Background: an optimization exercise with open tools, aiming at small area. Do not read the settings as production practice.
Function was checked by simulation only, so behaviour that the tests miss may differ from the original.
No activity file was given, so power comes from the tool's default toggle rates.

==> flow/design.v, too long to show whole: its modules and the start of the top module <==
// module crc32_gen: 57 lines
// module mac_tx_mode: 147 lines
// module mac_tx: 231 lines
// module mac_rx: 356 lines
// module mac_layer: 83 lines
// module arp_cache: 41 lines
// module arp_tx: 265 lines
// module arp_rx: 177 lines
// module arp_mac_top: 116 lines
// module icmp_rx_ram_8_256: 45 lines
// module icmp: 455 lines
// module ip_tx_mode: 159 lines
// module ip_tx: 341 lines
// module ip_rx: 290 lines
// module ip_layer: 131 lines
// module udp_shift_register: 16 lines
// module udp_tx: 167 lines
// module udp_rx: 126 lines
// module udp_layer: 59 lines
// module udp_ip_mac_top: 144 lines
module udp_ip_mac_top #(
    parameter       LOCAL_MAC = 48'h3C_2B_1A_09_4D_5E,
    parameter       LOCAL_IP  = 32'hC0_A8_01_6E,
    parameter       LOCL_PORT = 16'hF0F0,
    parameter       DEST_MAC  = 48'h04_D9_F5_89_43_66,
    parameter       DEST_IP   = 32'hC0_A8_01_69,
    parameter       DEST_PORT = 16'hA0A0 
)(
    input           rgmii_clk,
    input           rstn,
    input           app_data_in_valid,
    input   [7:0]   app_data_in,      
    input   [15:0]  app_data_length,    
    input           app_data_request, 
    output          udp_send_ack,   
    input           arp_req,
    output          arp_found,
    output          mac_not_exist,
    output          mac_send_end,
    output  [7:0]   udp_rec_rdata ,       
    output  [15:0]  udp_rec_data_length,      
    output          udp_rec_data_valid,        
    output          mac_data_valid,
    output  [7:0]   mac_tx_data,   
    input           rx_en,         
    input   [7:0]   mac_rx_datain
);
  // ...
==> flow/run.sh <==
#!/bin/bash
# synth_recipe.tcl (not shown) runs the flow's synth.tcl, then flattens the netlist and writes it again
# the make line also repeats each setting of config.mk as NAME=value (left out here)
make -C /OpenROAD-flow-scripts/flow DESIGN_CONFIG=/design/flow/config.mk WORK_HOME=/design/flow/orfs CLKGATE_MAP_FILE= SYNTH_SCRIPT=/design/flow/synth_recipe.tcl finish
==> flow/config.mk <==
export PLATFORM = sky130hd
export DESIGN_NAME = udp_ip_mac_top
export DESIGN_NICKNAME = udp_ip_mac_top
export VERILOG_FILES = /design/flow/design.v
export SDC_FILE = /design/flow/constraint.sdc
export NUM_CORES = 4
export LEC_CHECK = 0
export CAP_MARGIN = 20
export CORE_MARGIN = 2
export CORE_UTILIZATION = 40
export PLACE_DENSITY = 0.6
export SLEW_MARGIN = 20
==> flow/constraint.sdc <==
create_clock -name core_clock -period 8.0 [get_ports {rgmii_clk}]
set_input_delay 1.6000 -clock core_clock [delete_from_list [all_inputs] [get_ports {rgmii_clk}]]
set_output_delay 1.6000 -clock core_clock [all_outputs]
set_load 0.01 [all_outputs]
==> results.rst, run 1 <==
.. list-table::
   :header-rows: 1

   * - Metric
     - Value
   * - Synthesized-area fraction occupied by ao, oa, aoi and oai cells
     - 9.74%
   * - Largest area contributor in the synthesized netlist
     - sky130_fd_sc_hd__dfxtp_1
   * - Number of hold-repair buffers added at the cts stage
     - 0
   * - Non-clock inverter instance count of the final layout
     - 190
   * - Fin Clk Skew
     - 56.5 ps
   * - Run status
     - timing/DRC/antenna clean
   * - Inserted Clock Buffers
     - 388
   * - Maximum resistive drop on vdd
     - 0.000206 V
   * - Post-synthesis share of cell area spent on full adders, half adders and majority gates
     - 2.70%
   * - Relative area change from synthesis to final layout
     - 14.2%
   * - Leading cell types by total area after synthesis
     - sky130_fd_sc_hd__dfxtp_1 (60%), sky130_fd_sc_hd__nor2_1 (3.9%), sky130_fd_sc_hd__nand2_1 (3.0%)
   * - HPWL after detailed placement
     - 201000 microns
   * - Count of sequential standard cells
     - 4013
   * - Data arrival at the endpoint of the critical path
     - 2420 ps
   * - Count of pins on the block boundary
     - 76
   * - Min-Delay Path Class
     - reg -> reg
   * - Core outline area
     - 324000 sq um
   * - Quantity of I/O buffers inserted on ports
     - 75
   * - Worst setup slack before clock tree synthesis
     - 3540 ps
   * - Highest-count cells in the layout ignoring fill and taps
     - sky130_fd_sc_hd__dfxtp_1 (3867), sky130_fd_sc_hd__nor2_1 (1345), sky130_fd_sc_hd__nand2_1 (1021)
   * - Period utilisation layout
     - 50.2%
   * - Xor and xnor fraction of the mapped netlist area
     - 4.79%
   * - Endpoint type of the worst setup path
     - output pin
   * - Htree depth
     - 5
   * - Number of hold violations in the final report
     - 0
   * - Power share of the clock group
     - 47.9%
   * - Group with the largest share of power
     - sequential cells
   * - Final routed DRC violation total
     - 0
   * - Post-placement cell count
     - 16169
   * - Slew at the pin closest to its max-slew limit
     - 1190 ps
   * - Most frequent standard cell in the layout excluding fill and tap cells
     - sky130_fd_sc_hd__dfxtp_1
   * - Power of the combinational group
     - 0.351 mW
   * - Master of the slowest instance on the critical path
     - sky130_fd_sc_hd__clkdlybuf4s50_1
   * - Area share of the leading cell type in the synthesized netlist
     - 59.7%
   * - Total die area
     - 330000 sq um
   * - Fraction of standard cell area in multi-input logic
     - 31.1%
==> module mac_tx, before the edit <==
module mac_tx(
    input                  clk,
    input                  rstn,
    input                  mac_tx_req,       
    input                  mac_tx_ready,     
    input      [7:0]       mac_frame_data,   
    input                  mac_tx_end,       
    output reg             mac_tx_ack,       
    output reg             mac_data_req,     
    output reg             mac_send_end,     
    output reg [7:0]       mac_tx_data,      
    output reg             mac_data_valid    
) ;
    reg  [3:0]          mac_tx_cnt    ;     
    reg  [7:0]          mac_frame_data_1d ; 
    reg                 mac_tx_end_dly_1d,mac_tx_end_dly_2d ; 
    reg  [7:0]          mac_tx_data_tmp ;   
    reg                 mac_data_valid_tmp ;
    reg  [15:0]         timeout ;           
    parameter SEND_IDLE         =  6'b000_001  ;
    parameter SEND_START        =  6'b000_010  ;
    parameter SEND_PREAMBLE     =  6'b000_100  ;
    parameter SEND_DATA         =  6'b001_000  ;
    parameter SEND_FCS          =  6'b010_000  ;
    parameter SEND_END          =  6'b100_000  ;
    reg [5:0]     send_state   ;
    reg [5:0]     send_state_n ;
    always @(posedge clk)
    begin
        if (~rstn)
            send_state <= SEND_IDLE ;
        else
            send_state <= send_state_n ;
    end
    always @(*)
    begin
        case(send_state)
          SEND_IDLE    :
          begin
              if (mac_tx_req)
                  send_state_n = SEND_START ;
              else
                  send_state_n = SEND_IDLE ;
          end
          SEND_START     :
          begin
              if (mac_tx_ready)
                  send_state_n = SEND_PREAMBLE ;
              else
                  send_state_n = SEND_START ;
          end
          SEND_PREAMBLE   :
          begin
              if (mac_tx_cnt == 7)
                  send_state_n = SEND_DATA ;
              else
                  send_state_n = SEND_PREAMBLE ;
          end
          SEND_DATA       :
          begin
              if (mac_tx_end_dly_2d)
                  send_state_n = SEND_FCS ;
              else if (timeout == 16'hffff)
                  send_state_n = SEND_END ;
              else
                  send_state_n = SEND_DATA ;
          end
          SEND_FCS        :
          begin
              if (mac_tx_cnt == 4)
                  send_state_n = SEND_END ;
              else
                  send_state_n = SEND_FCS ;
          end
          SEND_END        :
              send_state_n = SEND_IDLE  ;
          default         :
              send_state_n = SEND_IDLE  ;
        endcase
    end
    always @(posedge clk)
    begin
       if (~rstn)
           mac_tx_ack <= 1'b0 ;
       else if (send_state == SEND_START)
           mac_tx_ack <= 1'b1 ;
       else
           mac_tx_ack <= 1'b0 ;
    end 
    always @(posedge clk)
    begin
        if (~rstn)
            mac_send_end <= 1'b0 ;
        else if (send_state == SEND_END)
            mac_send_end <= 1'b1 ;
        else
            mac_send_end <= 1'b0 ;
    end
    reg             crcen;
    reg             crcre;
    reg [7:0]       crc_din;
    always @(posedge clk)
    begin
        if (~rstn)
        begin
            crcre   <= 1'b1 ;
            crcen   <= 1'b0 ;
            crc_din <= 8'd0 ;
        end
        else if (send_state == SEND_DATA)
        begin
            crcre   <= 1'b0 ;
            crcen   <= 1'b1 ;
            crc_din <= mac_frame_data_1d;
        end
        else if(mac_send_end)
        begin
            crcre   <= 1'b1 ;
            crcen   <= 1'b0 ;
            crc_din <= 8'd0 ;
        end
        else
        begin
            crcre   <= 1'b0 ;
            crcen   <= 1'b0 ;
            crc_din <= 8'd0 ;
        end
    end
    wire [7:0] crc_data;
    wire       crc_out_en;
    assign crc_out_en = (send_state == SEND_FCS);
    crc32_gen crc32_gen(
        .clk           (  clk        ), 
        .rstn          (  rstn       ), 
        .crc32_init    (  crcre      ), 
        .crc32_en      (  crcen      ), 
        .crc_read      (  crc_out_en ), 
        .data          (  crc_din    ), 
        .crc_out       (  crc_data   )  
    );
    always @(posedge clk)
    begin
        if (~rstn)
            mac_data_valid_tmp <= 1'b0 ;
        else if (send_state == SEND_PREAMBLE || send_state == SEND_DATA || (send_state == SEND_FCS && mac_tx_cnt < 4))
            mac_data_valid_tmp <= 1'b1 ;
        else
            mac_data_valid_tmp <= 1'b0 ;
    end
    always @(posedge clk)
    begin
        if (~rstn)
            mac_data_valid <= 1'b0 ;
        else
            mac_data_valid <= mac_data_valid_tmp ;
    end
    always @(posedge clk)
    begin
        if (~rstn)
            mac_data_req <= 1'b0 ;
        else if (send_state == SEND_PREAMBLE && mac_tx_cnt == 4'd3)
            mac_data_req <= 1'b1 ;
        else
            mac_data_req <= 1'b0 ;
    end
    always @(posedge clk)
    begin
        if (~rstn)
            timeout <= 16'd0 ;
        else if (send_state == SEND_DATA)
            timeout <= timeout + 1'b1 ;
        else
            timeout <= 16'd0 ;
    end
    always @(posedge clk)
    begin
        if (~rstn)
        begin
            mac_frame_data_1d <= 8'd0 ;
            mac_tx_end_dly_1d <= 1'b0 ;
            mac_tx_end_dly_2d <= 1'b0;
        end
        else
        begin
            mac_frame_data_1d <= mac_frame_data ;
            mac_tx_end_dly_1d     <= mac_tx_end ;
            mac_tx_end_dly_2d     <= mac_tx_end_dly_1d ;
        end
    end
    always @(posedge clk)
    begin
        if (~rstn)
            mac_tx_cnt <= 4'd0 ;
        else if (send_state == SEND_PREAMBLE || send_state == SEND_FCS)
            mac_tx_cnt <= mac_tx_cnt + 1'b1 ;
        else
            mac_tx_cnt <= 4'd0 ;
    end
    always @(posedge clk)
    begin
        if (~rstn)
            mac_tx_data_tmp <= 8'h00 ;
        else if (send_state == SEND_PREAMBLE)
        begin
            if (mac_tx_cnt < 7)
                mac_tx_data_tmp <= 8'h55 ;
            else
                mac_tx_data_tmp <= 8'hd5 ;
        end
        else if (send_state == SEND_DATA)
            mac_tx_data_tmp <= mac_frame_data_1d ;
    end
    always @(posedge clk)
    begin
        if (~rstn)
            mac_tx_data <= 8'h00 ;
        else if (send_state == SEND_FCS)
        begin
            case(mac_tx_cnt)
                4'd0    : mac_tx_data <= mac_tx_data_tmp ;
                4'd1    , 
                4'd2    , 
                4'd3    , 
                4'd4    : mac_tx_data <= crc_data;
                default : mac_tx_data <= 8'h00 ;
            endcase
        end
        else
            mac_tx_data <= mac_tx_data_tmp ;
    end
endmodule
==> run 2: changes to the inputs <==
--- a/flow/design.v
+++ b/flow/design.v
@@ -305,32 +305,27 @@
     end
     reg             crcen;
     reg             crcre;
-    reg [7:0]       crc_din;
     always @(posedge clk)
     begin
         if (~rstn)
         begin
             crcre   <= 1'b1 ;
             crcen   <= 1'b0 ;
-            crc_din <= 8'd0 ;
         end
         else if (send_state == SEND_DATA)
         begin
             crcre   <= 1'b0 ;
             crcen   <= 1'b1 ;
-            crc_din <= mac_frame_data_1d;
         end
         else if(mac_send_end)
         begin
             crcre   <= 1'b1 ;
             crcen   <= 1'b0 ;
-            crc_din <= 8'd0 ;
         end
         else
         begin
             crcre   <= 1'b0 ;
             crcen   <= 1'b0 ;
-            crc_din <= 8'd0 ;
         end
     end
     wire [7:0] crc_data;
@@ -342,7 +337,7 @@
         .crc32_init    (  crcre      ), 
         .crc32_en      (  crcen      ), 
         .crc_read      (  crc_out_en ), 
-        .data          (  crc_din    ), 
+        .data          (  mac_tx_data_tmp ),   
         .crc_out       (  crc_data   )  
     );
     always @(posedge clk)
@@ -437,7 +432,9 @@
     end
 endmodule
 `timescale 1ns / 1ps
-module mac_rx(
+module mac_rx #(
+    parameter              LOCAL_MAC = 48'h3C_2B_1A_09_4D_5E
+)(
     input                  clk,   
     input                  rstn,    
     input                  rx_en,
@@ -449,17 +446,17 @@
     output reg             arp_rx_req,        
     output     [7:0]       mac_rx_dataout,
     output reg             mac_rec_error ,
-    output reg [47:0]      mac_rx_dest_mac_addr,
-    output reg [47:0]      mac_rx_sour_mac_addr
+    output                 mac_rx_dest_mac_ok     
 );
     reg [4:0]               mac_rx_cnt        ;
-    reg [15:0]              mac_crc_cnt      ;
-    reg [63:0]              preamble         ;        
+    reg                     preamble_m       ;    
     reg [3:0]               preamble_cnt     ;
-    reg [15:0]              frame_type       ;    
+    reg                     ft_hi08, ft_lo00, ft_lo06 ;    
+    wire                    ft_ip  = ft_hi08 & ft_lo00 ;
+    wire                    ft_arp = ft_hi08 & ft_lo06 ;
+    wire                    preamble_ok = preamble_m & (preamble_cnt == 4'd8) ;
     wire                    rx_en_posedge    ;
     reg                     rx_en_1d         ;
-    reg                     rx_en_2d         ;
     reg [7:0]               mac_rx_data_1d   ;
     reg [7:0]               mac_rx_data_2d   ;
     reg [7:0]               mac_rx_data_3d   ;
@@ -503,7 +500,7 @@
             end
             REC_MAC_HEAD    : 
             begin
-                if (preamble != 64'h55_55_55_55_55_55_55_d5)
+                if (!preamble_ok)
                     rec_state_n = REC_ERROR ;
                 else if ( mac_rx_cnt == 16'd21)
                     rec_state_n = REC_IDENTIFY ;
@@ -512,7 +509,7 @@
             end
             REC_IDENTIFY    : 
             begin
-                if (frame_type == 16'h0800 || frame_type == 16'h0806)
+                if (ft_ip || ft_arp)
                     rec_state_n = REC_DATA ;
                 else
                     rec_state_n = REC_ERROR ;
@@ -547,7 +544,6 @@
         if (~rstn)
         begin
             rx_en_1d       <= 1'b0 ;
-            rx_en_2d       <= 1'b0 ;
             mac_rx_data_1d <= 8'd0 ;
             mac_rx_data_2d <= 8'd0 ;
             mac_rx_data_3d <= 8'd0 ;
@@ -555,7 +551,6 @@
         else
         begin
             rx_en_1d        <= rx_en ;                         
-            rx_en_2d        <= rx_en_1d ;                      
             mac_rx_data_1d  <= mac_rx_datain ;                 
             mac_rx_data_2d  <= mac_rx_data_1d ;                
             mac_rx_data_3d  <= mac_rx_data_2d ;                
@@ -582,110 +577,63 @@
     always @(posedge clk)
     begin
         if (~rstn)
-            mac_crc_cnt <= 16'd0 ;
-        else if (rx_en_2d)
-            mac_crc_cnt <= mac_crc_cnt + 1'b1 ;
-        else
-            mac_crc_cnt <= 16'd0 ;
-    end
-    always @(posedge clk)
-    begin
-        if (~rstn)
             mac_rec_error <= 1'b0 ;
         else if (rx_en_posedge)
             mac_rec_error <= 1'b0 ;
         else if (rec_state == REC_ERROR)
             mac_rec_error <= 1'b1 ;
     end
-    reg  [31:0] crc_check    ;                      
-    reg         crcen        ;          
-    reg         crcre        ; 
-    reg  [7:0]  crc_din      ;
-    reg  [31:0] crc_rec      ;
+    reg         crcen        ;
+    reg         crcre        ;
+    reg         crc_eq       ;
     always @(posedge clk)
     begin
         if (~rstn)
         begin
             crcen   <= 1'b0 ;
             crcre   <= 1'b1 ;
-            crc_din <= 8'd0 ;
         end
         else if ((rec_state == REC_MAC_HEAD && mac_rx_cnt >8) || rec_state == REC_IDENTIFY || rec_state == REC_DATA)
         begin
             crcen   <= 1'b1 ;
             crcre   <= 1'b0 ;
-            crc_din <= mac_rx_data_2d ;
         end
         else if(rec_state == REC_FCS && mac_rx_cnt == 5)
         begin
             crcen   <= 1'b0 ;
             crcre   <= 1'b1 ;
-            crc_din <= 8'd0 ;
         end
         else
         begin
             crcen   <= 1'b0 ;
             crcre   <= 1'b0 ;
-            crc_din <= 8'd0 ;
         end
     end
     wire [7:0] crc_data;
     wire       crc_out_en;
     assign crc_out_en = rec_state == REC_FCS;
     crc32_gen crc32_gen(
-        .clk           (  clk        ), 
-        .rstn          (  rstn       ), 
-        .crc32_init    (  crcre      ), 
-        .crc32_en      (  crcen      ), 
-        .crc_read      (  crc_out_en ), 
-        .data          (  crc_din    ), 
-        .crc_out       (  crc_data   )  
+        .clk           (  clk            ),
+        .rstn          (  rstn           ),
+        .crc32_init    (  crcre          ),
+        .crc32_en      (  crcen          ),
+        .crc_read      (  crc_out_en     ),
+        .data          (  mac_rx_data_3d ),
+        .crc_out       (  crc_data       )
     );
     always @(posedge clk)
     begin
         if (~rstn)
-            crc_check <= 32'd0 ;
-        else if (rec_state == REC_FCS)
-        begin
-            case(mac_rx_cnt)
-                5'd1  :  crc_check[31:24] <= crc_data ;
-                5'd2  :  crc_check[23:16] <= crc_data;
-                5'd3  :  crc_check[15:8]  <= crc_data;
-                5'd4  :  crc_check[7:0]   <= crc_data;
-                default :  crc_check <= crc_check ;
-            endcase
-        end
-        else 
-            crc_check <= 32'd0 ;
+            crc_eq <= 1'b1 ;
+        else if (rec_state == REC_FCS && mac_rx_cnt >= 5'd1 && mac_rx_cnt <= 5'd4)
+            crc_eq <= (crc_eq | (mac_rx_cnt == 5'd1)) & (crc_data == mac_rx_data_3d) ;
     end
     always @(posedge clk)
     begin
-        if (~rstn) 
-            crc_rec  <= 48'd0 ;
-        else if (rec_state == REC_FCS)
-        begin
-            case(mac_rx_cnt)
-                5'd1   : crc_rec[31:24]      <= mac_rx_data_3d ;
-                5'd2   : crc_rec[23:16]      <= mac_rx_data_3d ;
-                5'd3   : crc_rec[15:8]       <= mac_rx_data_3d ;
-                5'd4   : crc_rec[7:0]        <= mac_rx_data_3d ;
-                default : crc_rec            <= crc_rec     ;
-            endcase
-        end
-        else
-            crc_rec <= crc_rec ;
-    end 
-    always @(posedge clk)
-    begin
         if (~rstn)
             crc_error <= 1'b0 ;
         else if (rec_state == REC_FCS && mac_rx_cnt == 5)
-        begin
-            if (crc_check == crc_rec)
-                crc_error <= 1'b0 ;
-            else
-                crc_error <= 1'b1 ;
-        end
+            crc_error <= ~crc_eq ;
         else
             crc_error <= 1'b0 ;
     end
@@ -703,82 +651,60 @@
     end
     always @(posedge clk)
     begin
-        if (~rstn) 
-          preamble  <= 64'd0 ;
+        if (~rstn)
+            preamble_m <= 1'b0 ;
         else if (rx_en)
         begin
-            case(preamble_cnt)
-                4'd0: preamble[63:56] <= mac_rx_datain ;
-                4'd1: preamble[55:48] <= mac_rx_datain ;
-                4'd2: preamble[47:40] <= mac_rx_datain ;
-                4'd3: preamble[39:32] <= mac_rx_datain ;
-                4'd4: preamble[31:24] <= mac_rx_datain ;
-                4'd5: preamble[23:16] <= mac_rx_datain ; 
-                4'd6: preamble[15:8]  <= mac_rx_datain ;
-                4'd7: preamble[7:0]   <= mac_rx_datain ; 
-            endcase
+            if (preamble_cnt < 8)
+                preamble_m <= (preamble_m | (preamble_cnt == 4'd0)) &
+                              (mac_rx_datain == ((preamble_cnt == 4'd7) ? 8'hd5 : 8'h55)) ;
         end
         else
-            preamble <= 64'd0 ;
-    end   
-    always @(posedge clk)
-    begin
-      if (~rstn) 
-          mac_rx_dest_mac_addr  <= 48'd0 ;
-      else if (rec_state == REC_MAC_HEAD)
-      begin
-          case(mac_rx_cnt)
-              5'd8    : mac_rx_dest_mac_addr[47:40] <= mac_rx_data_1d ;
-              5'd9    : mac_rx_dest_mac_addr[39:32] <= mac_rx_data_1d ;
-              5'd10   : mac_rx_dest_mac_addr[31:24] <= mac_rx_data_1d ;
-              5'd11   : mac_rx_dest_mac_addr[23:16] <= mac_rx_data_1d ;
-              5'd12   : mac_rx_dest_mac_addr[15:8]  <= mac_rx_data_1d ;
-              5'd13   : mac_rx_dest_mac_addr[7:0]   <= mac_rx_data_1d ;
-              default : mac_rx_dest_mac_addr <= mac_rx_dest_mac_addr ;
-          endcase
-      end
-      else
-          mac_rx_dest_mac_addr <= mac_rx_dest_mac_addr ;
+            preamble_m <= 1'b0 ;
     end
+    reg [5:0] dmac_m ;
     always @(posedge clk)
     begin
-        if (~rstn) 
-            mac_rx_sour_mac_addr  <= 48'd0 ;
+        if (~rstn)
+            dmac_m <= 6'd0 ;
         else if (rec_state == REC_MAC_HEAD)
         begin
             case(mac_rx_cnt)
-                5'd14   : mac_rx_sour_mac_addr[47:40] <= mac_rx_data_1d ;
-                5'd15   : mac_rx_sour_mac_addr[39:32] <= mac_rx_data_1d ;
-                5'd16   : mac_rx_sour_mac_addr[31:24] <= mac_rx_data_1d ;
-                5'd17   : mac_rx_sour_mac_addr[23:16] <= mac_rx_data_1d ;
-                5'd18   : mac_rx_sour_mac_addr[15:8]  <= mac_rx_data_1d ;
-                5'd19   : mac_rx_sour_mac_addr[7:0]   <= mac_rx_data_1d ;
-                default : mac_rx_sour_mac_addr        <= mac_rx_sour_mac_addr ;
+                5'd8    : dmac_m[5] <= (mac_rx_data_1d == LOCAL_MAC[47:40]) ;
+                5'd9    : dmac_m[4] <= (mac_rx_data_1d == LOCAL_MAC[39:32]) ;
+                5'd10   : dmac_m[3] <= (mac_rx_data_1d == LOCAL_MAC[31:24]) ;
+                5'd11   : dmac_m[2] <= (mac_rx_data_1d == LOCAL_MAC[23:16]) ;
+                5'd12   : dmac_m[1] <= (mac_rx_data_1d == LOCAL_MAC[15:8]) ;
+                5'd13   : dmac_m[0] <= (mac_rx_data_1d == LOCAL_MAC[7:0]) ;
+                default : ;
             endcase
         end
-        else
-            mac_rx_sour_mac_addr <= mac_rx_sour_mac_addr ;
     end
+    assign mac_rx_dest_mac_ok = &dmac_m ;
     always @(posedge clk)
     begin
-        if (~rstn) 
-            frame_type  <= 16'd0 ;
+        if (~rstn)
+        begin
+            ft_hi08 <= 1'b0 ;
+            ft_lo00 <= 1'b1 ;
+            ft_lo06 <= 1'b0 ;
+        end
         else if (rec_state == REC_MAC_HEAD)
         begin
-            case(mac_rx_cnt)
-                5'd20   : frame_type[15:8] <= mac_rx_data_1d ;
-                5'd21   : frame_type[7:0]  <= mac_rx_data_1d ;
-                default : frame_type       <= frame_type     ;
-            endcase
+            if (mac_rx_cnt == 5'd20)
+                ft_hi08 <= (mac_rx_data_1d == 8'h08) ;
+            if (mac_rx_cnt == 5'd21)
+            begin
+                ft_lo00 <= (mac_rx_data_1d == 8'h00) ;
+                ft_lo06 <= (mac_rx_data_1d == 8'h06) ;
+            end
         end
-        else
-            frame_type <= frame_type ;
-    end 
+    end
     always @(posedge clk)
     begin
         if (~rstn)
             ip_rx_req <=     1'b0 ;
-        else if (rec_state == REC_IDENTIFY &&  frame_type == 16'h0800)
+        else if (rec_state == REC_IDENTIFY &&  ft_ip)
             ip_rx_req <=  1'b1 ;
         else
             ip_rx_req <=  1'b0 ;
@@ -787,14 +713,16 @@
     begin
         if (~rstn)
             arp_rx_req <= 1'b0 ;
-        else if (rec_state == REC_IDENTIFY &&  frame_type == 16'h0806)
+        else if (rec_state == REC_IDENTIFY &&  ft_arp)
             arp_rx_req <= 1'b1 ;
         else
             arp_rx_req <= 1'b0 ;
     end
 endmodule
 `timescale 1ns / 1ps
-module mac_layer(
+module mac_layer #(
+    parameter       LOCAL_MAC = 48'h3C_2B_1A_09_4D_5E
+)(
     input           clk,          
     input           rstn,         
     input           arp_tx_req,   
@@ -820,8 +748,7 @@
     output          arp_rx_req,          
     output  [7:0]   mac_rx_dataout,      
     output          mac_rec_error ,      
-    output  [47:0]  mac_rx_dest_mac_addr,
-    output  [47:0]  mac_rx_sour_mac_addr 
+    output          mac_rx_dest_mac_ok
 );
     wire               mac_tx_req;   
     wire     [7:0]     mac_frame_data;
@@ -861,7 +788,7 @@
         .mac_send_end         (  mac_send_end          ), 
         .mac_data_valid       (  mac_data_valid        )  
     ) ;
-    mac_rx mac_rx(
+    mac_rx #(.LOCAL_MAC(LOCAL_MAC)) mac_rx(
         .clk                  (  clk                   ), 
         .rstn                 (  rstn                  ), 
         .rx_en                (  rx_en                 ), 
@@ -873,8 +800,7 @@
         .arp_rx_req           (  arp_rx_req            ), 
         .mac_rx_dataout       (  mac_rx_dataout        ), 
         .mac_rec_error        (  mac_rec_error         ), 
-        .mac_rx_dest_mac_addr (  mac_rx_dest_mac_addr  ), 
-        .mac_rx_sour_mac_addr (  mac_rx_sour_mac_addr  )  
+        .mac_rx_dest_mac_ok   (  mac_rx_dest_mac_ok    )
     );
 endmodule
 `timescale 1ns / 1ps
@@ -888,35 +814,42 @@
     output reg [47:0]    dest_mac_addr,
     output reg           mac_not_exist
 ) ;
-    reg [79:0]  arp_cache ;
-    always @(posedge clk or negedge rst_n)
+    reg  ip_match ;       
+    reg  mac_ones ;       
+    reg  arp_found_1d ;
+    always @(posedge clk)
     begin
         if (~rst_n)
-            arp_cache  <= 80'h00_00_00_00_ff_ff_ff_ff_ff_ff ;
+        begin
+            ip_match <= (dest_ip_addr == 32'h00_00_00_00) ;
+            mac_ones <= 1'b1 ;
+        end
         else if (arp_found)
-            arp_cache  <= {arp_rec_source_ip_addr, arp_rec_source_mac_addr} ;
-        else
-            arp_cache  <= arp_cache ;
+        begin
+            ip_match <= (dest_ip_addr == arp_rec_source_ip_addr) ;
+            mac_ones <= (arp_rec_source_mac_addr == 48'hff_ff_ff_ff_ff_ff) ;
+        end
     end
-    always @(posedge clk or negedge rst_n)
+    always @(posedge clk)
     begin
         if (~rst_n)
-            dest_mac_addr  <= 48'hff_ff_ff_ff_ff_ff ;
-        else if (dest_ip_addr == arp_cache[79:48])
-            dest_mac_addr  <= arp_cache[47:0] ;
+            arp_found_1d <= 1'b0 ;
         else
+            arp_found_1d <= arp_found ;
+    end
+    always @(posedge clk)
+    begin
+        if (~rst_n)
             dest_mac_addr  <= 48'hff_ff_ff_ff_ff_ff ;
+        else if (arp_found_1d)
+            dest_mac_addr  <= ip_match ? arp_rec_source_mac_addr : 48'hff_ff_ff_ff_ff_ff ;
     end
     always @(posedge clk or negedge rst_n)
     begin
         if (~rst_n)
             mac_not_exist  <= 1'b0 ;
-        else if (dest_ip_addr != arp_cache[79:48])
-            mac_not_exist  <= 1'b1 ;
-        else if (dest_ip_addr == arp_cache[79:48] && arp_cache[47:0] == 48'hff_ff_ff_ff_ff_ff)
-            mac_not_exist  <= 1'b1 ;
         else
-            mac_not_exist  <= 1'b0 ;
+            mac_not_exist  <= ~ip_match | mac_ones ;
     end
 endmodule
 `timescale 1ns / 1ps
@@ -950,7 +883,7 @@
     reg  [15:0]        op ;
     reg  [31:0]        arp_dest_ip_addr ;
     reg  [47:0]        arp_dest_mac_addr  ;
-    reg  [15:0]        arp_send_cnt ;
+    reg  [5:0]         arp_send_cnt ;
     reg  [15:0]        timeout ;
     reg                mac_send_end_d0 ;
     parameter IDLE               = 8'b00000001 ;
@@ -1121,11 +1054,11 @@
     always @(posedge clk)
     begin
         if (~rstn)
-            arp_send_cnt  <= 16'd0 ;
+            arp_send_cnt  <= 6'd0 ;
         else if (state == ARP_REQUEST || state == ARP_REPLY)
             arp_send_cnt <= arp_send_cnt + 1'b1 ;
         else
-            arp_send_cnt <= 16'd0 ;
+            arp_send_cnt <= 6'd0 ;
     end
     always @(posedge clk)
     begin
@@ -1202,10 +1135,13 @@
 ) ;
     localparam ARP_REQUEST_CODE = 16'h0001 ;
     localparam ARP_REPLY_CODE   = 16'h0002 ;
-    reg [31:0]              arp_rec_dest_ip_addr ;
-    reg [47:0]              arp_rec_dest_mac_addr ;
-    reg [15:0]              arp_rec_op ;
-    reg [7:0]               arp_rx_cnt ;
+    reg [3:0]               dip_eq ;       
+    reg [3:0]               dip_sub ;      
+    reg [5:0]               dmac_eq ;      
+    reg                     op_hi0, op_lo1, op_lo2 ;
+    reg [6:0]               arp_rx_cnt ;
+    wire                    op_request = op_hi0 & op_lo1 ;
+    wire                    op_reply   = op_hi0 & op_lo2 ;
     parameter IDLE          = 4'b0001 ;
     parameter ARP_REC_DATA  = 4'b0010 ;
     parameter ARP_WAIT      = 4'b0100 ;
@@ -1266,7 +1202,7 @@
             arp_reply_req  <= 1'b0 ;
         else if (state == ARP_END)
         begin 
-            if (arp_rec_op == ARP_REQUEST_CODE && (arp_rec_dest_ip_addr | local_ip_addr) == local_ip_addr)          
+            if (op_request && (&dip_sub))          
                 arp_reply_req <= 1'b1 ;
         end
     end
@@ -1276,7 +1212,7 @@
         arp_found  <= 1'b0 ;
       else if (state == ARP_END)
       begin 
-          if (arp_rec_op == ARP_REPLY_CODE && (arp_rec_dest_ip_addr == local_ip_addr) && (arp_rec_dest_mac_addr == local_mac_addr))          
+          if (op_reply && (&dip_eq) && (&dmac_eq))          
               arp_found <= 1'b1 ;
           else
               arp_found  <= 1'b0 ;
@@ -1287,80 +1223,111 @@
     always @(posedge clk)
     begin
         if (~rstn)
-            arp_rx_cnt  <= 8'd0 ;
+            arp_rx_cnt  <= 7'd0 ;
         else if (state == ARP_REC_DATA || state == ARP_WAIT)
             arp_rx_cnt <= arp_rx_cnt + 1'b1 ;
         else
-            arp_rx_cnt <= 8'd0 ;
+            arp_rx_cnt <= 7'd0 ;
     end
     always @(posedge clk)
     begin
         if (~rstn)
-            arp_rec_op <= 16'd0 ;
-        else if (state == ARP_REC_DATA && arp_rx_cnt == 8'd6)
-            arp_rec_op[15:8] <= arp_rx_data ;
-        else if (state == ARP_REC_DATA && arp_rx_cnt == 8'd7)
-            arp_rec_op[7:0] <= arp_rx_data ;
+        begin
+            op_hi0 <= 1'b1 ;
+            op_lo1 <= 1'b0 ;
+            op_lo2 <= 1'b0 ;
+        end
+        else if (state == ARP_REC_DATA && arp_rx_cnt == 7'd6)
+            op_hi0 <= (arp_rx_data == 8'h00) ;
+        else if (state == ARP_REC_DATA && arp_rx_cnt == 7'd7)
+        begin
+            op_lo1 <= (arp_rx_data == 8'h01) ;
+            op_lo2 <= (arp_rx_data == 8'h02) ;
+        end
     end
     always @(posedge clk)
     begin
         if (~rstn)
             arp_rec_sour_mac_addr <= 48'd0 ;
-        else if (state == ARP_REC_DATA && arp_rx_cnt == 8'd8)
+        else if (state == ARP_REC_DATA && arp_rx_cnt == 7'd8)
             arp_rec_sour_mac_addr[47:40] <= arp_rx_data ;
-        else if (state == ARP_REC_DATA && arp_rx_cnt == 8'd9)
+        else if (state == ARP_REC_DATA && arp_rx_cnt == 7'd9)
             arp_rec_sour_mac_addr[39:32] <= arp_rx_data ;
-        else if (state == ARP_REC_DATA && arp_rx_cnt == 8'd10)
+        else if (state == ARP_REC_DATA && arp_rx_cnt == 7'd10)
             arp_rec_sour_mac_addr[31:24] <= arp_rx_data ;
-        else if (state == ARP_REC_DATA && arp_rx_cnt == 8'd11)
+        else if (state == ARP_REC_DATA && arp_rx_cnt == 7'd11)
             arp_rec_sour_mac_addr[23:16] <= arp_rx_data ;
-        else if (state == ARP_REC_DATA && arp_rx_cnt == 8'd12)
+        else if (state == ARP_REC_DATA && arp_rx_cnt == 7'd12)
             arp_rec_sour_mac_addr[15:8] <= arp_rx_data ;
-        else if (state == ARP_REC_DATA && arp_rx_cnt == 8'd13)
+        else if (state == ARP_REC_DATA && arp_rx_cnt == 7'd13)
             arp_rec_sour_mac_addr[7:0] <= arp_rx_data ;
     end
     always @(posedge clk)
     begin
         if (~rstn)
             arp_rec_sour_ip_addr <= 32'd0 ;
-        else if (state == ARP_REC_DATA && arp_rx_cnt == 8'd14)
+        else if (state == ARP_REC_DATA && arp_rx_cnt == 7'd14)
             arp_rec_sour_ip_addr[31:24] <= arp_rx_data ;
-        else if (state == ARP_REC_DATA && arp_rx_cnt == 8'd15)
+        else if (state == ARP_REC_DATA && arp_rx_cnt == 7'd15)
             arp_rec_sour_ip_addr[23:16] <= arp_rx_data ;
-        else if (state == ARP_REC_DATA && arp_rx_cnt == 8'd16)
+        else if (state == ARP_REC_DATA && arp_rx_cnt == 7'd16)
             arp_rec_sour_ip_addr[15:8] <= arp_rx_data ;
-        else if (state == ARP_REC_DATA && arp_rx_cnt == 8'd17)
+        else if (state == ARP_REC_DATA && arp_rx_cnt == 7'd17)
             arp_rec_sour_ip_addr[7:0] <= arp_rx_data ;
     end
+    function [5:0] mac_byte_eq_rst;
+        input [47:0] m;
+        integer k;
+        begin
+            for (k = 0; k < 6; k = k + 1)
+                mac_byte_eq_rst[k] = (m[8*k +: 8] == 8'h00);
+        end
+    endfunction
     always @(posedge clk)
     begin
         if (~rstn)
-            arp_rec_dest_mac_addr <= 48'd0 ;
-        else if (state == ARP_REC_DATA && arp_rx_cnt == 8'd18)
-            arp_rec_dest_mac_addr[47:40] <= arp_rx_data ;
-        else if (state == ARP_REC_DATA && arp_rx_cnt == 8'd19)
-            arp_rec_dest_mac_addr[39:32] <= arp_rx_data ;
-        else if (state == ARP_REC_DATA && arp_rx_cnt == 8'd20)
-            arp_rec_dest_mac_addr[31:24] <= arp_rx_data ;
-        else if (state == ARP_REC_DATA && arp_rx_cnt == 8'd21)
-            arp_rec_dest_mac_addr[23:16] <= arp_rx_data ;
-        else if (state == ARP_REC_DATA && arp_rx_cnt == 8'd22)
-            arp_rec_dest_mac_addr[15:8] <= arp_rx_data ;
-        else if (state == ARP_REC_DATA && arp_rx_cnt == 8'd23)
-            arp_rec_dest_mac_addr[7:0] <= arp_rx_data ;
+            dmac_eq <= mac_byte_eq_rst(local_mac_addr) ;
+        else if (state == ARP_REC_DATA && arp_rx_cnt == 7'd18)
+            dmac_eq[5] <= (arp_rx_data == local_mac_addr[47:40]) ;
+        else if (state == ARP_REC_DATA && arp_rx_cnt == 7'd19)
+            dmac_eq[4] <= (arp_rx_data == local_mac_addr[39:32]) ;
+        else if (state == ARP_REC_DATA && arp_rx_cnt == 7'd20)
+            dmac_eq[3] <= (arp_rx_data == local_mac_addr[31:24]) ;
+        else if (state == ARP_REC_DATA && arp_rx_cnt == 7'd21)
+            dmac_eq[2] <= (arp_rx_data == local_mac_addr[23:16]) ;
+        else if (state == ARP_REC_DATA && arp_rx_cnt == 7'd22)
+            dmac_eq[1] <= (arp_rx_data == local_mac_addr[15:8]) ;
+        else if (state == ARP_REC_DATA && arp_rx_cnt == 7'd23)
+            dmac_eq[0] <= (arp_rx_data == local_mac_addr[7:0]) ;
     end
     always @(posedge clk)
     begin
         if (~rstn)
-            arp_rec_dest_ip_addr <= 32'd0 ;
-        else if (state == ARP_REC_DATA && arp_rx_cnt == 8'd24)
-            arp_rec_dest_ip_addr[31:24] <= arp_rx_data ;
-        else if (state == ARP_REC_DATA && arp_rx_cnt == 8'd25)
-            arp_rec_dest_ip_addr[23:16] <= arp_rx_data ;
-        else if (state == ARP_REC_DATA && arp_rx_cnt == 8'd26)
-            arp_rec_dest_ip_addr[15:8] <= arp_rx_data ;
-        else if (state == ARP_REC_DATA && arp_rx_cnt == 8'd27)
-            arp_rec_dest_ip_addr[7:0] <= arp_rx_data ;
+        begin
+            dip_eq  <= {local_ip_addr[31:24] == 8'h00, local_ip_addr[23:16] == 8'h00,
+                        local_ip_addr[15:8]  == 8'h00, local_ip_addr[7:0]   == 8'h00} ;
+            dip_sub <= 4'hf ;
+        end
+        else if (state == ARP_REC_DATA && arp_rx_cnt == 7'd24)
+        begin
+            dip_eq[3]  <= (arp_rx_data == local_ip_addr[31:24]) ;
+            dip_sub[3] <= ((arp_rx_data | local_ip_addr[31:24]) == local_ip_addr[31:24]) ;
+        end
+        else if (state == ARP_REC_DATA && arp_rx_cnt == 7'd25)
+        begin
+            dip_eq[2]  <= (arp_rx_data == local_ip_addr[23:16]) ;
+            dip_sub[2] <= ((arp_rx_data | local_ip_addr[23:16]) == local_ip_addr[23:16]) ;
+        end
+        else if (state == ARP_REC_DATA && arp_rx_cnt == 7'd26)
+        begin
+            dip_eq[1]  <= (arp_rx_data == local_ip_addr[15:8]) ;
+            dip_sub[1] <= ((arp_rx_data | local_ip_addr[15:8]) == local_ip_addr[15:8]) ;
+        end
+        else if (state == ARP_REC_DATA && arp_rx_cnt == 7'd27)
+        begin
+            dip_eq[0]  <= (arp_rx_data == local_ip_addr[7:0]) ;
+            dip_sub[0] <= ((arp_rx_data | local_ip_addr[7:0]) == local_ip_addr[7:0]) ;
+        end
     end
 endmodule
 `timescale 1ns / 1ps
@@ -1381,8 +1348,7 @@
     input           ip_rx_end  ,
     output          ip_rx_req,
     output  [7:0]   mac_rx_dataout,
-    output  [47:0]  mac_rx_dest_mac_addr, 
-    output  [47:0]  mac_rx_sour_mac_addr,
+    output          mac_rx_dest_mac_ok,
     input           arp_request_req, 
     output          arp_found,
     output          mac_not_exist,
@@ -1450,7 +1416,7 @@
         .arp_rec_sour_mac_addr  (  arp_rec_source_mac    ), 
         .arp_found              (  arp_found             )  
     ) ;                         
-    mac_layer mac_layer(        
+    mac_layer #(.LOCAL_MAC(LOCAL_MAC_ADDR)) mac_layer(        
         .clk                    (  clk                   ), 
         .rstn                   (  rstn                  ), 
         .arp_tx_req             (  arp_tx_req            ), 
@@ -1476,8 +1442,7 @@
         .arp_rx_req             (  arp_rx_req            ), 
         .mac_rx_dataout         (  mac_rx_dataout        ), 
         .mac_rec_error          (  mac_rec_error         ), 
-        .mac_rx_dest_mac_addr   (  mac_rx_dest_mac_addr  ), 
-        .mac_rx_sour_mac_addr   (  mac_rx_sour_mac_addr  )  
+        .mac_rx_dest_mac_ok     (  mac_rx_dest_mac_ok    )
     );
 endmodule
 `timescale 1ns / 1ps
@@ -1799,38 +1764,26 @@
         .rd_start (  state == SEND && icmp_rx_cnt == 16'd0 ),
         .rd_data  (  icmp_rec_ram_rdata           )
     );
-    reg  [31:0] checksum_tmp ;
-    reg  [31:0] checksum_buf ;
-    reg  [31:0] check_out ;
-    reg  [31:0] checkout_buf ;
-    wire [15:0] checksum ;
+    reg  [16:0] checksum_acc ;         
+    reg  [16:0] reply_acc ;            
     reg  [2:0]  checksum_cnt ;
-    function [31:0] checksum_adder;
-        input [31:0] dataina;
-        input [31:0] datainb;
-        begin
-            checksum_adder = dataina + datainb;
-        end
-    endfunction
-    function [31:0] checksum_out;
-        input [31:0] dataina;
-        begin
-            checksum_out = dataina[15:0] + dataina[31:16];
-        end
-    endfunction
+    wire [15:0] rx_word = {icmp_rx_data_1d, icmp_rx_data} ;
+    wire [15:0] odd_word = {icmp_rx_data, 8'h00} ;
+    wire        checksum_ok = checksum_acc[16] ? (checksum_acc[15:0] == 16'hfffe) : (checksum_acc[15:0] == 16'hffff) ;
+    wire [15:0] reply_checksum = ~reply_acc[15:0] ;
     always @(posedge clk)
     begin
         if(rstn == 1'b0)
-            checksum_tmp <= 32'd0;
+            checksum_acc <= 17'd0;
         else if (state == REC_DATA)
         begin
             if(icmp_rx_cnt[0] == 1'b1)
-                checksum_tmp <= checksum_adder({icmp_rx_data_1d,icmp_rx_data},checksum_buf);
+                checksum_acc <= {1'b0, checksum_acc[15:0]} + checksum_acc[16] + rx_word;
         end
         else if (state == REC_ODD_DATA)
-            checksum_tmp <= checksum_adder({icmp_rx_data,8'h00},checksum_tmp);    
+            checksum_acc <= {1'b0, checksum_acc[15:0]} + checksum_acc[16] + odd_word;
         else if (state == IDLE)
-            checksum_tmp <= 32'd0;
+            checksum_acc <= 17'd0;
     end
     always @(posedge clk)
     begin
@@ -1843,35 +1796,6 @@
     end
     always @(posedge clk)
     begin
-        if(rstn == 1'b0)
-            check_out <= 32'd0;
-        else if (state ==  VERIFY_CHECKSUM)
-        begin
-            if (checksum_cnt == 3'd0)
-                check_out <= checksum_out(checksum_tmp) ;
-            else if (checksum_cnt == 3'd1)
-                check_out <= checksum_out(check_out) ;
-        end
-    end
-    always @(posedge clk)
-    begin
-        if (~rstn)
-            checksum_buf <= 32'd0 ;
-        else if (state == REC_DATA)
-            checksum_buf <= checksum_tmp ;
-        else
-            checksum_buf <= 32'd0 ;
-    end
-    always @(posedge clk)
-    begin
-        if (~rstn)
-            checkout_buf <= 32'd0 ;
-        else
-            checkout_buf <= check_out ;
-    end
-    assign checksum = ~checkout_buf[15:0] ;
-    always @(posedge clk)
-    begin
         if (~rstn)
         begin
             icmp_checksum_error <= 1'b0 ;
@@ -1879,16 +1803,8 @@
         end
         else if (state == VERIFY_CHECKSUM && checksum_cnt == 3'd3)
         begin
-            if (checksum == 16'd0)
-            begin
-                icmp_checksum_error <= 1'b0 ;
-                icmp_rx_end <= 1'b1 ;
-            end
-            else
-            begin
-                icmp_checksum_error <= 1'b1 ;
-                icmp_rx_end <= 1'b0 ;
-            end
+            icmp_checksum_error <= ~checksum_ok ;
+            icmp_rx_end <= checksum_ok ;
         end
         else
         begin
@@ -1896,64 +1812,29 @@
             icmp_rx_end <= 1'b0 ;
         end
     end
-    reg  [31:0] reply_checksum_tmp ;
-    reg  [31:0] reply_checksum_buf ;
-    reg  [31:0] reply_check_out ;
-    reg  [31:0] reply_checkout_buf ;
-    wire [15:0] reply_checksum ;
     always @(posedge clk)
     begin
         if(rstn == 1'b0)
-            reply_checksum_tmp <= 32'd0;
+            reply_acc <= 17'd0;
         else if (state == REC_DATA)
         begin
             if (icmp_rx_cnt == 16'd1)
-                reply_checksum_tmp <= checksum_adder({8'h00,icmp_rx_data}, 16'h0000);   
+                reply_acc <= {9'h000, icmp_rx_data};
             else if (icmp_rx_cnt == 16'd3)
-                reply_checksum_tmp <= reply_checksum_tmp ;   
-            else
-            begin
-                if(icmp_rx_cnt[0] == 1'b1)
-                    reply_checksum_tmp <= checksum_adder({icmp_rx_data_1d,icmp_rx_data},reply_checksum_buf);
-            end
+                reply_acc <= reply_acc ;
+            else if(icmp_rx_cnt[0] == 1'b1)
+                reply_acc <= {1'b0, reply_acc[15:0]} + reply_acc[16] + rx_word;
         end
         else if (state == REC_ODD_DATA)
-            reply_checksum_tmp <= checksum_adder({icmp_rx_data,8'h00},reply_checksum_tmp);    
+            reply_acc <= {1'b0, reply_acc[15:0]} + reply_acc[16] + odd_word;
+        else if (state == VERIFY_CHECKSUM && checksum_cnt == 3'd0)
+            reply_acc <= {1'b0, reply_acc[15:0]} + reply_acc[16];
         else if (state == IDLE)
-            reply_checksum_tmp <= 32'd0;
-    end
-    always @(posedge clk)
-    begin
-        if(rstn == 1'b0)
-            reply_check_out <= 32'd0;
-        else if (state ==  VERIFY_CHECKSUM)
-        begin
-            if (checksum_cnt == 3'd0)
-                reply_check_out <= checksum_out(reply_checksum_tmp) ;
-            else if (checksum_cnt == 3'd1)
-                reply_check_out <= checksum_out(reply_check_out) ;
-        end
-    end
-    always @(posedge clk)
-    begin
-        if (~rstn)
-            reply_checksum_buf <= 32'd0 ;
-        else if (state == REC_DATA)
-            reply_checksum_buf <= reply_checksum_tmp ;
-        else
-            reply_checksum_buf <= 32'd0 ;
+            reply_acc <= 17'd0;
     end
     always @(posedge clk)
     begin
         if (~rstn)
-            reply_checkout_buf <= 32'd0 ;
-        else if (state == VERIFY_CHECKSUM)
-            reply_checkout_buf <= reply_check_out ;
-    end
-    assign reply_checksum = ~reply_checkout_buf[15:0] ;
-    always @(posedge clk)
-    begin
-        if (~rstn)
             checksum_finish <= 1'b0 ;
         else if (state == VERIFY_CHECKSUM && checksum_cnt == 3'd3)
             checksum_finish <= 1'b1 ;
@@ -2363,69 +2244,17 @@
         else
           ip_send_cnt <= 16'd0 ;
     end
-    reg  [16:0] checksum_tmp0 ;
-    reg  [16:0] checksum_tmp1 ;
-    reg  [16:0] checksum_tmp2 ;
-    reg  [16:0] checksum_tmp3 ;
-    reg  [16:0] checksum_tmp4 ;
-    reg  [17:0] checksum_tmp5 ;
-    reg  [17:0] checksum_tmp6 ;
-    reg  [18:0] checksum_tmp7 ;
-    reg  [19:0] checksum_tmp8 ;
-    reg  [19:0] check_out ;
-    reg  [19:0] checkout_buf ;
     reg  [15:0] checksum ;
+    wire [31:0] hdr_sum = 32'h4500 + ip_send_data_length + identify_code + 32'h4000 + {ttl,ip_send_type}
+                        + sour_ip_addr[31:16] + sour_ip_addr[15:0] + dest_ip_addr[31:16] + dest_ip_addr[15:0] ;
+    wire [16:0] hdr_fold1 = hdr_sum[15:0] + hdr_sum[31:16] ;
+    wire [15:0] hdr_fold2 = hdr_fold1[15:0] + hdr_fold1[16] ;
     always @(posedge clk )
     begin
         if (~rstn)
-        begin
-            checksum_tmp0 <= 17'd0 ;
-            checksum_tmp1 <= 17'd0 ;
-            checksum_tmp2 <= 17'd0 ;
-            checksum_tmp3 <= 17'd0 ;
-            checksum_tmp4 <= 17'd0 ;
-            checksum_tmp5 <= 18'd0 ;
-            checksum_tmp6 <= 18'd0 ;
-            checksum_tmp7 <= 19'd0 ;
-            checksum_tmp8 <= 20'd0 ;
-            check_out     <= 20'd0 ;
-            checkout_buf  <= 20'd0 ;
-        end
-        else if (state == GEN_CHECKSUM)
-        begin
-            checksum_tmp0 <= checksum_adder(16'h4500,ip_send_data_length);
-            checksum_tmp1 <= checksum_adder(identify_code, 16'h4000) ;
-            checksum_tmp2 <= checksum_adder({ttl,ip_send_type}, 16'h0000) ;
-            checksum_tmp3 <= checksum_adder(sour_ip_addr[31:16], sour_ip_addr[15:0]) ;
-            checksum_tmp4 <= checksum_adder(dest_ip_addr[31:16], dest_ip_addr[15:0]) ;
-            checksum_tmp5 <= checksum_adder(checksum_tmp0, checksum_tmp1) ;
-            checksum_tmp6 <= checksum_adder(checksum_tmp2, checksum_tmp3) ;
-            checksum_tmp7 <= checksum_adder(checksum_tmp5, checksum_tmp6) ;
-            checksum_tmp8 <= checksum_adder(checksum_tmp4, checksum_tmp7) ;
-            check_out     <= checksum_out(checksum_tmp8) ;
-            checkout_buf  <= checksum_out(check_out) ;
-        end
-        else if (state == IDLE)
-        begin
-            checksum_tmp0 <= 17'd0 ;
-            checksum_tmp1 <= 17'd0 ;
-            checksum_tmp2 <= 17'd0 ;
-            checksum_tmp3 <= 17'd0 ;
-            checksum_tmp4 <= 17'd0 ;
-            checksum_tmp5 <= 18'd0 ;
-            checksum_tmp6 <= 18'd0 ;
-            checksum_tmp7 <= 19'd0 ;
-            checksum_tmp8 <= 20'd0 ;
-            check_out     <= 20'd0 ;
-            checkout_buf  <= 20'd0 ;
-        end
-    end
-    always @(posedge clk )
-    begin
-        if (~rstn)
-            checksum <= 32'd0 ;
-        else if (state == GEN_CHECKSUM)
-            checksum <= ~checkout_buf[15:0] ;
+            checksum <= 16'd0 ;
+        else if (state == GEN_CHECKSUM && ip_send_cnt == 16'd8)
+            checksum <= ~hdr_fold2 ;
     end
     always @(posedge clk )
     begin
@@ -2492,15 +2321,13 @@
     input    [47:0]        local_mac_addr,
     input  [7:0]           ip_rx_data,
     input                  ip_rx_req,  
-    input  [47:0]          mac_rx_dest_mac_addr, 
+    input                  mac_rx_dest_mac_ok, 
     output reg             udp_rx_req,                    
     output reg             icmp_rx_req,                   
     output reg             ip_addr_check_error,           
-    output reg [15:0]      upper_layer_data_length,       
+    output     [15:0]      upper_layer_data_length,       
     output reg [15:0]      ip_total_data_length,          
     output reg [7:0]       net_protocol,                  
-    output reg [31:0]      ip_rec_source_addr,            
-    output reg [31:0]      ip_rec_dest_addr,       
     output reg             ip_rx_end,
     output reg             ip_checksum_error
 ) ;
@@ -2520,7 +2347,6 @@
     reg  [15:0]            ip_rx_cnt ;
     reg  [15:0]            ip_rec_data_length ;
     reg  [7:0]             ip_rx_data_1d ;
-    reg  [7:0]             ip_rx_data_2d ;
     reg  [3:0]             header_length_buf ;
     wire [5:0]             header_length ;
     parameter IDLE             =  5'b00001  ;
@@ -2590,7 +2416,7 @@
             ip_addr_check_error <= 1'b0 ;
         else if (state == REC_DATA)
         begin
-            if (mac_rx_dest_mac_addr == local_mac_addr && ip_rec_dest_addr == local_ip_addr)                        
+            if (mac_rx_dest_mac_ok && (&dip_m))                        
                 ip_addr_check_error <= 1'b0 ;
             else
                 ip_addr_check_error <= 1'b1 ;
@@ -2616,24 +2442,16 @@
         else
             icmp_rx_req <= 1'b0 ;
     end
-    always @(posedge clk)
-    begin
-        if (~rstn)
-            upper_layer_data_length <= 16'd0 ;
-        else
-            upper_layer_data_length <= ip_rec_data_length - header_length  ;
-    end 
+    assign upper_layer_data_length = ip_rec_data_length - header_length ;
     always @(posedge clk)
     begin
         if (~rstn)
         begin
             ip_rx_data_1d <= 8'd0 ;
-            ip_rx_data_2d <= 8'd0 ;
         end
         else
         begin
             ip_rx_data_1d <= ip_rx_data ;
-            ip_rx_data_2d <= ip_rx_data_1d ;
         end
     end  
     always @(posedge clk)
@@ -2680,100 +2498,57 @@
         else if (state == REC_HEADER1 && ip_rx_cnt == 16'd9)
             net_protocol <= ip_rx_data ;
     end
+    reg [3:0] dip_m ;
     always @(posedge clk)
     begin
         if (~rstn)
-            ip_rec_source_addr <= 32'd0 ;
-        else if (state == REC_HEADER1 && ip_rx_cnt == 16'd12)
-            ip_rec_source_addr[31:24] <= ip_rx_data ;
-        else if (state == REC_HEADER1 && ip_rx_cnt == 16'd13)
-            ip_rec_source_addr[23:16] <= ip_rx_data ;
-        else if (state == REC_HEADER1 && ip_rx_cnt == 16'd14)
-            ip_rec_source_addr[15:8] <= ip_rx_data ;
-        else if (state == REC_HEADER1 && ip_rx_cnt == 16'd15)
-            ip_rec_source_addr[7:0] <= ip_rx_data ;
+            dip_m <= 4'd0 ;
+        else if (state == REC_HEADER1)
+        begin
+            if (ip_rx_cnt == 16'd16) dip_m[3] <= (ip_rx_data == local_ip_addr[31:24]) ;
+            if (ip_rx_cnt == 16'd17) dip_m[2] <= (ip_rx_data == local_ip_addr[23:16]) ;
+            if (ip_rx_cnt == 16'd18) dip_m[1] <= (ip_rx_data == local_ip_addr[15:8]) ;
+            if (ip_rx_cnt == 16'd19) dip_m[0] <= (ip_rx_data == local_ip_addr[7:0]) ;
+        end
     end
-    always @(posedge clk)
-    begin
-        if (~rstn)
-            ip_rec_dest_addr <= 32'd0 ;
-        else if (state == REC_HEADER1 && ip_rx_cnt == 16'd16)
-            ip_rec_dest_addr[31:24] <= ip_rx_data ;
-        else if (state == REC_HEADER1 && ip_rx_cnt == 16'd17)
-            ip_rec_dest_addr[23:16] <= ip_rx_data ;
-        else if (state == REC_HEADER1 && ip_rx_cnt == 16'd18)
-            ip_rec_dest_addr[15:8] <= ip_rx_data ;
-        else if (state == REC_HEADER1 && ip_rx_cnt == 16'd19)
-            ip_rec_dest_addr[7:0] <= ip_rx_data ;
-    end
-    reg  [31:0] checksum_tmp ;
-    reg  [31:0] checksum_buf ;
-    reg  [31:0] check_out ;
-    reg  [31:0] checkout_buf ;
-    wire [15:0] checksum ;
+    reg  [16:0] checksum_acc ;
     reg  [2:0]  checksum_cnt ;
+    wire        checksum_ok = checksum_acc[16] ? (checksum_acc[15:0] == 16'hfffe) : (checksum_acc[15:0] == 16'hffff) ;
     always @(posedge clk)
     begin
         if (~rstn)
-            checksum_tmp <= 32'd0; 
+            checksum_acc <= 17'd0;
         else if (state == REC_HEADER0 || state == REC_HEADER1)
         begin
             if (ip_rx_cnt[0] == 1'b1)
-                checksum_tmp <= checksum_adder({ip_rx_data_1d, ip_rx_data},checksum_buf);
+                checksum_acc <= {1'b0, checksum_acc[15:0]} + checksum_acc[16] + {ip_rx_data_1d, ip_rx_data};
         end
         else if (state == IDLE)
-            checksum_tmp <= 32'd0; 
-    end
-    always @(posedge clk)
-    begin
-      if (~rstn)
-          check_out <= 32'd0; 
-      else if (state == REC_DATA)   
-          check_out <= checksum_out(checksum_tmp) ;
+            checksum_acc <= 17'd0;
     end
     always @(posedge clk)
     begin
       if(rstn == 1'b0)
-          checksum_cnt <= 3'd0 ; 
+          checksum_cnt <= 3'd0 ;
       else if (state ==     REC_DATA)
       begin
           if (checksum_cnt == 3'd7)
-              checksum_cnt <= checksum_cnt ;    
-          else    
+              checksum_cnt <= checksum_cnt ;
+          else
               checksum_cnt <= checksum_cnt + 1'b1 ;
       end
       else
-          checksum_cnt <= 3'd0 ;    
+          checksum_cnt <= 3'd0 ;
     end
     always @(posedge clk)
     begin
         if (~rstn)
-            checksum_buf <= 32'd0 ;
-        else
-            checksum_buf <= checksum_tmp ;
-    end
-    always @(posedge clk)
-    begin
-        if (~rstn)
-            checkout_buf <= 32'd0 ;
-        else
-            checkout_buf <= check_out ;
-    end
-    assign checksum = ~checkout_buf[15:0] ;
-    always @(posedge clk)
-    begin
-        if (~rstn)
             ip_checksum_error <= 1'b0 ;
         else if (state == REC_DATA && checksum_cnt == 3'd2)
-        begin
-            if (checksum == 16'd0)     
-                ip_checksum_error <= 1'b0 ;
-            else
-                ip_checksum_error <= 1'b1 ;
-        end
+            ip_checksum_error <= ~checksum_ok ;
         else
             ip_checksum_error <= 1'b0 ;
-    end 
+    end
 endmodule
 `timescale 1ns / 1ps
 module ip_layer#(
@@ -2791,7 +2566,7 @@
     output             ip_tx_end,    
     input  [7:0]       ip_rx_data,          
     input              ip_rx_req,           
-    input  [47:0]      mac_rx_dest_mac_addr,
+    input              mac_rx_dest_mac_ok,
     output             ip_rx_end,  
     input              mac_rec_err ,  
     input  [47:0]      dest_mac_addr,
@@ -2805,8 +2580,6 @@
     output             udp_rx_req,
     output             ip_addr_check_error ,                                                       
     output [7:0]       net_protocol,           
-    output [31:0]      ip_rec_source_addr,     
-    output [31:0]      ip_rec_dest_addr,   
     output [15:0]      upper_layer_data_length,
     output             ip_checksum_error        
 );
@@ -2894,15 +2667,13 @@
         .local_mac_addr           (  LOCAL_MAC                ), 
         .ip_rx_data               (  ip_rx_data               ), 
         .ip_rx_req                (  ip_rx_req                ), 
-        .mac_rx_dest_mac_addr     (  mac_rx_dest_mac_addr     ), 
+        .mac_rx_dest_mac_ok       (  mac_rx_dest_mac_ok       ),
         .udp_rx_req               (  udp_rx_req               ), 
         .icmp_rx_req              (  icmp_rx_req              ), 
         .ip_addr_check_error      (  ip_addr_check_error      ), 
         .upper_layer_data_length  (  upper_layer_data_length  ), 
         .ip_total_data_length     (  icmp_send_data_length    ), 
         .net_protocol             (  net_protocol             ), 
-        .ip_rec_source_addr       (  ip_rec_source_addr       ), 
-        .ip_rec_dest_addr         (  ip_rec_dest_addr         ), 
         .ip_rx_end                (  ip_rx_end                ), 
         .ip_checksum_error        (  ip_checksum_error        )  
     ) ;
@@ -3108,7 +2879,7 @@
 );
     reg  [15:0]             udp_rx_cnt ;
     reg  [15:0]             udp_data_length ;
-    reg  [15:0]             udp_dest_port;
+    reg                     port_hi_eq, port_lo_eq ;    
     localparam IDLE             =  8'b0000_0001  ;
     localparam REC_HEAD         =  8'b0000_0010  ;
     localparam REC_DATA         =  8'b0000_0100  ;
@@ -3142,7 +2913,7 @@
                  state_n = REC_ERROR ;
              else if (udp_rx_cnt == 16'd7)
              begin
-                 if(udp_dest_port == LOCAL_PORT)
+                 if(port_hi_eq && port_lo_eq)
                      state_n = REC_DATA ;
                  else
                      state_n = REC_ERROR ;
@@ -3165,9 +2936,14 @@
     always @(posedge clk)
     begin
         if (~rstn)
-            udp_dest_port <= 16'd0 ;
-        else if (state == REC_HEAD && udp_rx_cnt > 16'd1 && udp_rx_cnt < 16'd4)
-            udp_dest_port <= {udp_dest_port[7:0],udp_rx_data};
+        begin
+            port_hi_eq <= (LOCAL_PORT == 16'd0) ;
+            port_lo_eq <= (LOCAL_PORT == 16'd0) ;
+        end
+        else if (state == REC_HEAD && udp_rx_cnt == 16'd2)
+            port_hi_eq <= (udp_rx_data == LOCAL_PORT[15:8]) ;
+        else if (state == REC_HEAD && udp_rx_cnt == 16'd3)
+            port_lo_eq <= (udp_rx_data == LOCAL_PORT[7:0]) ;
     end
     always @(posedge clk)
     begin
@@ -3356,8 +3132,7 @@
     wire          mac_tx_req;
     wire          ip_rx_end  ;
     wire          ip_rx_req  ;       
-    wire  [47:0]  mac_rx_dest_mac_addr;
-    wire  [47:0]  mac_rx_sour_mac_addr;
+    wire          mac_rx_dest_mac_ok;
     wire  [47:0]  arp_dest_mac_addr;
     ip_layer#(
         .LOCAL_IP                (  LOCAL_IP                 ), 
@@ -3374,7 +3149,7 @@
         .ip_tx_end               (  ip_tx_end                ), 
         .ip_rx_data              (  mac_rx_dataout           ), 
         .ip_rx_req               (  ip_rx_req                ), 
-        .mac_rx_dest_mac_addr    (  mac_rx_dest_mac_addr     ), 
+        .mac_rx_dest_mac_ok      (  mac_rx_dest_mac_ok       ),
         .ip_rx_end               (  ip_rx_end                ), 
         .mac_rec_err             (  mac_rec_err              ), 
         .dest_mac_addr           (  arp_dest_mac_addr        ), 
@@ -3388,8 +3163,6 @@
         .udp_rx_req              (  udp_rx_req               ), 
         .ip_addr_check_error     (  ip_addr_check_error      ), 
         .net_protocol            (  net_protocol             ), 
-        .ip_rec_source_addr      (  ip_rec_source_addr       ), 
-        .ip_rec_dest_addr        (  ip_rec_dest_addr         ), 
         .upper_layer_data_length (  upper_layer_data_length  ), 
         .ip_checksum_error       (  ip_checksum_error        )  
     );                                                       
@@ -3410,8 +3183,7 @@
         .ip_rx_end               (  ip_rx_end                ), 
         .ip_rx_req               (  ip_rx_req                ), 
         .mac_rx_dataout          (  mac_rx_dataout           ), 
-        .mac_rx_dest_mac_addr    (  mac_rx_dest_mac_addr     ), 
-        .mac_rx_sour_mac_addr    (  mac_rx_sour_mac_addr     ), 
+        .mac_rx_dest_mac_ok      (  mac_rx_dest_mac_ok       ),                
         .arp_request_req         (  arp_req                  ), 
         .arp_found               (  arp_found                ), 
         .mac_not_exist           (  mac_not_exist            ), 
==> results.rst, run 2 <==
.. list-table::
   :header-rows: 1

   * - Metric
     - Value
   * - HPWL after detailed placement
     - 158000 microns (-21%)
   * - Ys Warns
     - 28
   * - Maximum frequency from static timing analysis
     - 155 MHz
   * - RSZ-0062 raised after global routing
     - false
   * - Maximum buffer depth of the clock tree
     - 4
   * - Period utilisation layout
     - 80.6% (+30 points)
   * - Quantity of I/O buffers inserted on ports
     - 75 (unchanged)
   * - Number of hold-repair buffers added at the cts stage
     - 0 (unchanged)
   * - Std-Cell Rows
     - 182
   * - Leading cell types by total area after synthesis
     - sky130_fd_sc_hd__dfxtp_1 (65%), sky130_fd_sc_hd__nor2_1 (3.6%), sky130_fd_sc_hd__xnor2_1 (2.9%)
   * - Clock latency on the worst-skew pair
     - 940 ps
   * - Post-Syn Area
     - 98700 sq um
   * - Min-Delay Path Class
     - reg -> reg
   * - Fin Clk Skew
     - 72.7 ps (+16.1 ps)
   * - Post-placement cell count
     - 11984 (-26%)
   * - Number of unique standard cell types used by synthesis
     - 106
   * - Area share of the leading cell type in the synthesized netlist
     - 65.2% (+5.5 points)
   * - Htree depth
     - 5 (unchanged)
   * - Data arrival at the endpoint of the critical path
     - 7200 ps (+4780 ps)
   * - Maximum resistive drop on vdd
     - 0.000237 V (+15%)
   * - Final routed DRC violation total
     - 0 (unchanged)
   * - Core outline area
     - 246000 sq um (-24%)
   * - Run status
     - timing/DRC/antenna clean
   * - Inserted Clock Buffers
     - 319 (-18%)
   * - Power share of the clock group
     - 47.5% (-0.4 points)
   * - Number of hold violations in the final report
     - 0 (unchanged)
   * - Highest-count cells in the layout ignoring fill and taps
     - sky130_fd_sc_hd__dfxtp_1 (3206), sky130_fd_sc_hd__nor2_1 (916), sky130_fd_sc_hd__nand2_1 (730)
   * - Total die area
     - 251000 sq um (-24%)
   * - Count of pins on the block boundary
     - 76 (unchanged)
   * - Number of antenna violations at the first check in global routing
     - 2
   * - Worst setup slack before clock tree synthesis
     - 1550 ps (-1990 ps)
   * - Relative area change from synthesis to final layout
     - 15.0%
   * - Slew at the pin closest to its max-slew limit
     - 1070 ps (-119 ps)
   * - Most frequent standard cell in the layout excluding fill and tap cells
     - sky130_fd_sc_hd__dfxtp_1
==> run 2: changes by cell type after synthesis, sizes merged, moves of 158 or more <==
cell,delta
dfxtp,-662
nand2,-293
mux2i,-230
clkbuf,-225
o21ai,-158
nor2,-408
a21oi,-195
==> run 2: worst max-delay path, cell delays in order, from the launching register on <==
cell	delay, ps
sky130_fd_sc_hd__dfxtp_1	380
sky130_fd_sc_hd__fa_1	490
sky130_fd_sc_hd__ha_1	260
sky130_fd_sc_hd__nor3_1	450
sky130_fd_sc_hd__o2111ai_2	310
sky130_fd_sc_hd__a31oi_1	320
sky130_fd_sc_hd__o21bai_1	110
sky130_fd_sc_hd__a21oi_1	220
sky130_fd_sc_hd__o21bai_1	90
sky130_fd_sc_hd__a21oi_1	220
sky130_fd_sc_hd__xor2_1	170
sky130_fd_sc_hd__ha_1	200
sky130_fd_sc_hd__fa_1	220
sky130_fd_sc_hd__a21oi_1	80
sky130_fd_sc_hd__nor2_1	240
sky130_fd_sc_hd__nand3_1	270
sky130_fd_sc_hd__nor4_1	360
sky130_fd_sc_hd__and2_1	210
sky130_fd_sc_hd__ha_1	170
sky130_fd_sc_hd__and3_1	180
sky130_fd_sc_hd__and2_1	190
sky130_fd_sc_hd__and3_1	250
sky130_fd_sc_hd__nand2_1	130
sky130_fd_sc_hd__or3_1	360
sky130_fd_sc_hd__a21bo_1	210
sky130_fd_sc_hd__xnor2_1	140
sky130_fd_sc_hd__a21oi_1	80
==> run 2: cell families (layout without fill, tap and decap cells) <==
family                     after synthesis  in the layout  share of synthesized area, %
and+or+nand+nor                       2788           2788                          13.3
xor gates and xnor gates               574            574                          5.11
buffers and inverters                  548            904                          2.11
AOI/OAI and AO/OA                     1486           1486                          9.85
other                                    0              3                             0
muxes                                  133            133                          1.37
adders and majority gates              215            215                          2.80
DFF                                   3223           3223                          65.4
==> run 2: cell type report <==
cell class | instances | area share [%]
well taps | 3220 | 3.55
diodes | 3 | 0.00661
multi-input cells | 5196 | 28.3
clock inverters | 124 | 1.29
clock buffers | 433 | 8.04
repair buffers | 158 | 1.24
inverters | 189 | 0.631
flip-flops and latches | 3223 | 56.9
==> run 2: power by group through the flow <==
stage                     clock [mW]  sequential (mW)  combinational, mW
after floorplan                    0             16.5              0.290
after global placement             0             16.5              0.410
after detailed placement           0             16.5              0.412
after CTS                       15.3             16.1              0.414
after global routing            16.0             16.1              0.453
final                           15.0             16.1              0.413
==> run 2: layer usage <==
| metal | vias up | GRT usage (%) |
|---|---|---|
| met5 | - | 0 |
| met4 | 0 | 6.27 |
| met3 | 464 | 2.71 |
| met2 | 1579 | 30.2 |
| met1 | 30614 | 24.6 |
| li1 | 31061 | - |
==> run 2: worst paths after layout <==
kind                                                                           to  slack [ps]
min in group asynchronous        arp_mac_top_U1.arp_cache.mac_not_exist$_DFF_PN0_         980
worst max register to register           ip_layer.ip_tx.checksum[11]$_SDFFE_PN0P_        1550
worst min-delay path            ip_layer.icmp.icmp_receive_ram.ring[4][1]$_DFF_P_         270
worst min register to register  ip_layer.icmp.icmp_receive_ram.ring[4][1]$_DFF_P_         270
max in group asynchronous        arp_mac_top_U1.arp_cache.mac_not_exist$_DFF_PN0_        6680
worst max-delay path                     ip_layer.ip_tx.checksum[11]$_SDFFE_PN0P_        1550

what the ideal ports hide:
How much do the figures lean on ideal ports? The routed layouts below were timed once more, with nothing changed but the port constraints. Step 1, drivers: a clkbuf_16 drives rgmii_clk and a buf_2 each remaining input, both assumed. Step 2 also shifts input and output timing later by t, the mid clock arrival at the registers, as if the neighbouring blocks saw the same clock. a / b / c = no drivers / after step 1 / after step 2; a / b = the first two.
run | t, ns | setup slack, ns
run 1 | 1.026 | 3.981 / 3.882 / 3.522
run 2 | 0.997 | 1.551 / 1.551 / 1.551
After both steps every run listed still meets setup and hold.
